Context: an optimization exercise on an open-source flow, tuned for small area. The choices shown serve that exercise and are no tape-out recipe.
In this exercise RTL edits were held to simulation tests only and were not proved equivalent to the original.
No activity file was given, so power comes from the tool's default toggle rates.

## SignToText
module SignToText(red_ch,
		  green_ch,
		  blue_ch,
		  palm_height_test,
		  TESTING_SWITCH,
		  sign_value,
		  thumb_status, index_status, middle_status, ring_status, pinky_status,
		  start_of_palm_r, start_of_palm_c,
		  end_of_palm_r, end_of_palm_c,
		  palm_width, palm_height,
		  clk,rst);
Size: roughly 1300 cells after synthesis, about 9800 µm² of cells after synthesis.
==> module FingerIdentification, before the edit <==
module FingerIdentification(object_image,
                            palm_width,
                            palm_height,
                            start_of_palm_r,
                            start_of_palm_c,
                            end_of_palm_r,
                            end_of_palm_c,
                            row_count, col_count, palm_locked,
                            thumb_status,
                            index_status,
                            middle_status,
                            ring_status,
                            pinky_status,
                            rst,clk);
   input       object_image;
   input [7:0] palm_width, palm_height;
   input [7:0] start_of_palm_r, start_of_palm_c;
   input [7:0] end_of_palm_r, end_of_palm_c;
   input [7:0] row_count;
   input [6:0] col_count;
   input       palm_locked;
   input       rst, clk;
   output reg  thumb_status, index_status, middle_status, ring_status, pinky_status;
   reg [7:0] pinky_true, ring_true, middle_true, index_true, thumb_true;
   wire [7:0] w = palm_width, h = palm_height;
   wire [7:0] row = row_count;
   wire [7:0] col = {1'b0, col_count};
   function gt;
      input [7:0] a, b;
      integer i;
      reg c;
      begin
         c = 1'b0;
         for (i = 0; i < 8; i = i + 1)
           c = (a[i] & ~b[i]) | (c & (a[i] | ~b[i]));
         gt = c;
      end
   endfunction
   wire [7:0] box_bottom   = end_of_palm_r + h;
   wire [7:0] box_top      = box_bottom + h;
   wire [7:0] pinky_right  = end_of_palm_c - (w >> 2);
   wire [7:0] pinky_left   = pinky_right + w;
   wire [7:0] ring_left    = pinky_right - 8'd3;
   wire [7:0] index_right  = start_of_palm_c - 8'd12 - w;
   wire [7:0] thumb_right  = start_of_palm_c - 8'd10 - h;
   wire [6:0] sc = start_of_palm_c[6:0];
   wire signed [8:0] d  = {2'b00, col_count} - {2'b00, sc};         
   wire signed [9:0] e  = {d[8], d} - {3'b000, w[7:1]};              
   wire [7:0]        sh = {1'b0, sc} + {1'b0, w[7:1]};               
   wire signed [9:0] dr = {2'b00, row} - {2'b00, start_of_palm_r};   
   wire gt_middle_right = (sc >= 7'd12) && (d >= -9'sd11);
   wire lt_index_left   = (sc <  7'd12) || (d <= -9'sd13);
   wire lt_thumb_left   = (sc <  7'd10) || (d <= -9'sd11);
   wire gt_ring_right   = (sh >= 8'd5)   && (e >= -10'sd4);
   wire lt_middle_left  = (sh <= 8'd11)  || (e <= -10'sd13);
   wire gt_thumb_bottom = dr > 10'sd0;
   wire lt_thumb_top    = (start_of_palm_r < 8'd226) ? (dr < 10'sd30) : (dr < -10'sd226);
   wire active  = palm_locked && (w != 8'd0);
   wire rows4   = active && gt(row, box_bottom) && gt(box_top, row);
   wire pinky_in  = rows4 && gt(col, pinky_right)  && gt(pinky_left, col);
   wire ring_in   = rows4 && gt_ring_right         && gt(ring_left, col);
   wire middle_in = rows4 && gt_middle_right       && lt_middle_left;
   wire index_in  = rows4 && gt(col, index_right)  && lt_index_left;
   wire thumb_in  = active && gt_thumb_bottom && lt_thumb_top &&
                    gt(col, thumb_right) && lt_thumb_left;
   always @(posedge clk) begin
      if (rst) begin
         thumb_status <= 1'b0; index_status <= 1'b0; middle_status <= 1'b0;
         ring_status <= 1'b0;  pinky_status <= 1'b0;
         pinky_true <= 8'd0; ring_true <= 8'd0; middle_true <= 8'd0;
         index_true <= 8'd0; thumb_true <= 8'd0;
      end
      else begin
         if (pinky_in) begin
            if (object_image) pinky_true <= pinky_true + 8'd1;
            if (pinky_true[7] & pinky_true[6] & pinky_true[3] & pinky_true[0]) pinky_status <= 1'b1;
         end
         if (ring_in) begin
            if (object_image) ring_true <= ring_true + 8'd1;
            if ((&ring_true[7:3]) & ring_true[1] & ring_true[0]) ring_status <= 1'b1;
         end
         if (middle_in) begin
            if (object_image) middle_true <= middle_true + 8'd1;
            if ((&middle_true[7:3]) & middle_true[1] & middle_true[0]) middle_status <= 1'b1;
         end
         if (index_in) begin
            if (object_image) index_true <= index_true + 8'd1;
            if ((&index_true[7:3]) & index_true[1] & index_true[0]) index_status <= 1'b1;
         end
         if (thumb_in) begin
            if (object_image) thumb_true <= thumb_true + 8'd1;
            if ((&thumb_true[7:3]) & thumb_true[1] & thumb_true[0]) thumb_status <= 1'b1;
         end
      end
   end
endmodule
==> flow/config.mk <==
export PLATFORM = sky130hd
export DESIGN_NAME = SignToText
export DESIGN_NICKNAME = SignToText
export VERILOG_FILES = /design/flow/design.v
export SDC_FILE = /design/flow/constraint.sdc
export NUM_CORES = 4
export LEC_CHECK = 0
export CAP_MARGIN = 20
export CORE_MARGIN = 2
export CORE_UTILIZATION = 40
export SLEW_MARGIN = 20
==> flow/constraint.sdc <==
create_clock -name core_clock -period 10.0 [get_ports {clk}]
set_input_delay 2.0000 -clock core_clock [delete_from_list [all_inputs] [get_ports {clk}]]
set_output_delay 2.0000 -clock core_clock [all_outputs]
set_load 0.01 [all_outputs]
standard.sh (not shown) runs the stock make flow with config.mk's settings and CLKGATE_MAP_FILE= SYNTH_SCRIPT=/design/flow/synth_recipe.tcl, a recipe that flattens the netlist after the stock synthesis.
==> flow/flow/run.sh <==
#!/bin/bash
# Layout flow: the standard synthesis, then an area-oriented re-mapping of the
# combinational logic with ABC (registers untouched: same cells, same names), then
# the standard layout with every port buffered by a buf_1.
set -euo pipefail
WORK=$(pwd)
FLOW=$WORK/flow
R=$WORK/orfs/results/$FLOW_PLATFORM/SignToText/base
LIB=$FLOW_HOME/platforms/$FLOW_PLATFORM/lib/sky130_fd_sc_hd__tt_025C_1v80.lib
YOSYS=yosys
[ -x "$FLOW_HOME/../tools/install/yosys/bin/yosys" ] && YOSYS=$FLOW_HOME/../tools/install/yosys/bin/yosys

# 1. standard synthesis
bash standard.sh synth > $WORK/1_standard_synth.log 2>&1

# 2. re-map the combinational logic
cp $R/1_2_yosys.v $WORK/1_2_yosys_standard.v
python3 $FLOW/libmodels.py $LIB > $WORK/comb_models.v
cat > $WORK/remap.abc <<EOA
&get -n; &st; &deepsyn -T 120; &dch -f; &nf -R 1000 -p -F 10 -A 6; &put
EOA
cat > $WORK/remap.ys <<EOY
read_liberty -lib $LIB
read_verilog -overwrite $WORK/comb_models.v
read_verilog $WORK/1_2_yosys_standard.v
hierarchy -check -top $FLOW_TOP
flatten
techmap
opt -purge
abc -liberty $LIB -dont_use sky130_fd_sc_hd__probe_p_8 -dont_use sky130_fd_sc_hd__probec_p_8 -dont_use *lpflow* -script $WORK/remap.abc
read_liberty -lib -overwrite $LIB
opt_clean -purge
hilomap -singleton -hicell sky130_fd_sc_hd__conb_1 HI -locell sky130_fd_sc_hd__conb_1 LO
splitnets
opt_clean -purge
tee -o $WORK/remap_stat.txt stat -liberty $LIB
check -assert -mapped
write_verilog -noattr -nohex -nodec $WORK/1_2_yosys_remapped.v
EOY
$YOSYS -s $WORK/remap.ys > $WORK/2_remap_yosys.log 2>&1
cp $WORK/1_2_yosys_remapped.v $R/1_2_yosys.v
rm -f $R/1_synth.odb $R/1_synth.sdc

# 3. standard layout from the re-mapped netlist
bash standard.sh BUFFER_PORTS_ARGS="-buffer_cell sky130_fd_sc_hd__buf_1" CTS_ARGS="-sink_clustering_enable -repair_clock_nets -buf_list sky130_fd_sc_hd__clkbuf_8 -dont_use_dummy_load" finish > $WORK/3_standard_layout.log 2>&1
Other scripts of this flow, unchanged in this note and not shown: flow/flow/libmodels.py
==> next run, changes <==
--- a/flow/design.v
+++ b/flow/design.v
@@ -449,29 +449,29 @@
          pinky_true <= 8'd0; ring_true <= 8'd0; middle_true <= 8'd0;
          index_true <= 8'd0; thumb_true <= 8'd0;
       end
       else begin
          if (pinky_in) begin
             if (object_image) pinky_true <= pinky_true + 8'd1;
-            if (pinky_true[7] & pinky_true[6] & pinky_true[3] & pinky_true[0]) pinky_status <= 1'b1;
+            if (pinky_true > 8'd200) pinky_status <= 1'b1;
          end
          if (ring_in) begin
             if (object_image) ring_true <= ring_true + 8'd1;
-            if ((&ring_true[7:3]) & ring_true[1] & ring_true[0]) ring_status <= 1'b1;
+            if (ring_true > 8'd250) ring_status <= 1'b1;
          end
          if (middle_in) begin
             if (object_image) middle_true <= middle_true + 8'd1;
-            if ((&middle_true[7:3]) & middle_true[1] & middle_true[0]) middle_status <= 1'b1;
+            if (middle_true > 8'd250) middle_status <= 1'b1;
          end
          if (index_in) begin
             if (object_image) index_true <= index_true + 8'd1;
-            if ((&index_true[7:3]) & index_true[1] & index_true[0]) index_status <= 1'b1;
+            if (index_true > 8'd250) index_status <= 1'b1;
          end
          if (thumb_in) begin
             if (object_image) thumb_true <= thumb_true + 8'd1;
-            if ((&thumb_true[7:3]) & thumb_true[1] & thumb_true[0]) thumb_status <= 1'b1;
+            if (thumb_true > 8'd250) thumb_status <= 1'b1;
          end
       end
    end
 endmodule
 module SignIdentification(thumb_status,
 			  index_status,
Result: The changed run completed without violations; routed wire length shrinks by a few percent; die area went down slightly; clock skew barely changes; worst setup slack gains 580 ps; final area fell slightly; register-to-register slack gains 670 ps; critical path depth fell by 3; via count is lower by a few percent; synthesized area goes down slightly; power is lower by a few percent; cell count shrinks by a few percent; flip-flop and latch count does not change.

## afterwards: timing with drivers on the ports
In the flow no input, the clock included, has a driving cell. The finished layouts below were timed again as built, in two steps. Step 1, drivers: a clkbuf_16 drives clk and a buf_2 each remaining input, both assumed. Step 2, shift: input delay + t, output delay - t, t = (earliest + latest rising clock arrival at the registers) / 2. This alone moves slack from input paths to output paths. a / b / c = ideal / step 1 / step 2; a / b = the first two.
run	t, ns	slack for setup (ns)	hold slack, ns	worst setup path after step 2	clock arrival spread, ns
the first run	0.472	1.796 / 1.815 / 1.343	0.451 / 0.451 / 0.451	input to register	0.030 / 0.030
the second run	0.459	2.373 / 2.388 / 1.930	0.452 / 0.452 / 0.452	input to register	0.030 / 0.031
After both steps setup and hold are still met in every run listed. For the first run, which loses most, drivers alone change the setup slack by +0.019 ns; drivers and shift together by -0.453 ns.
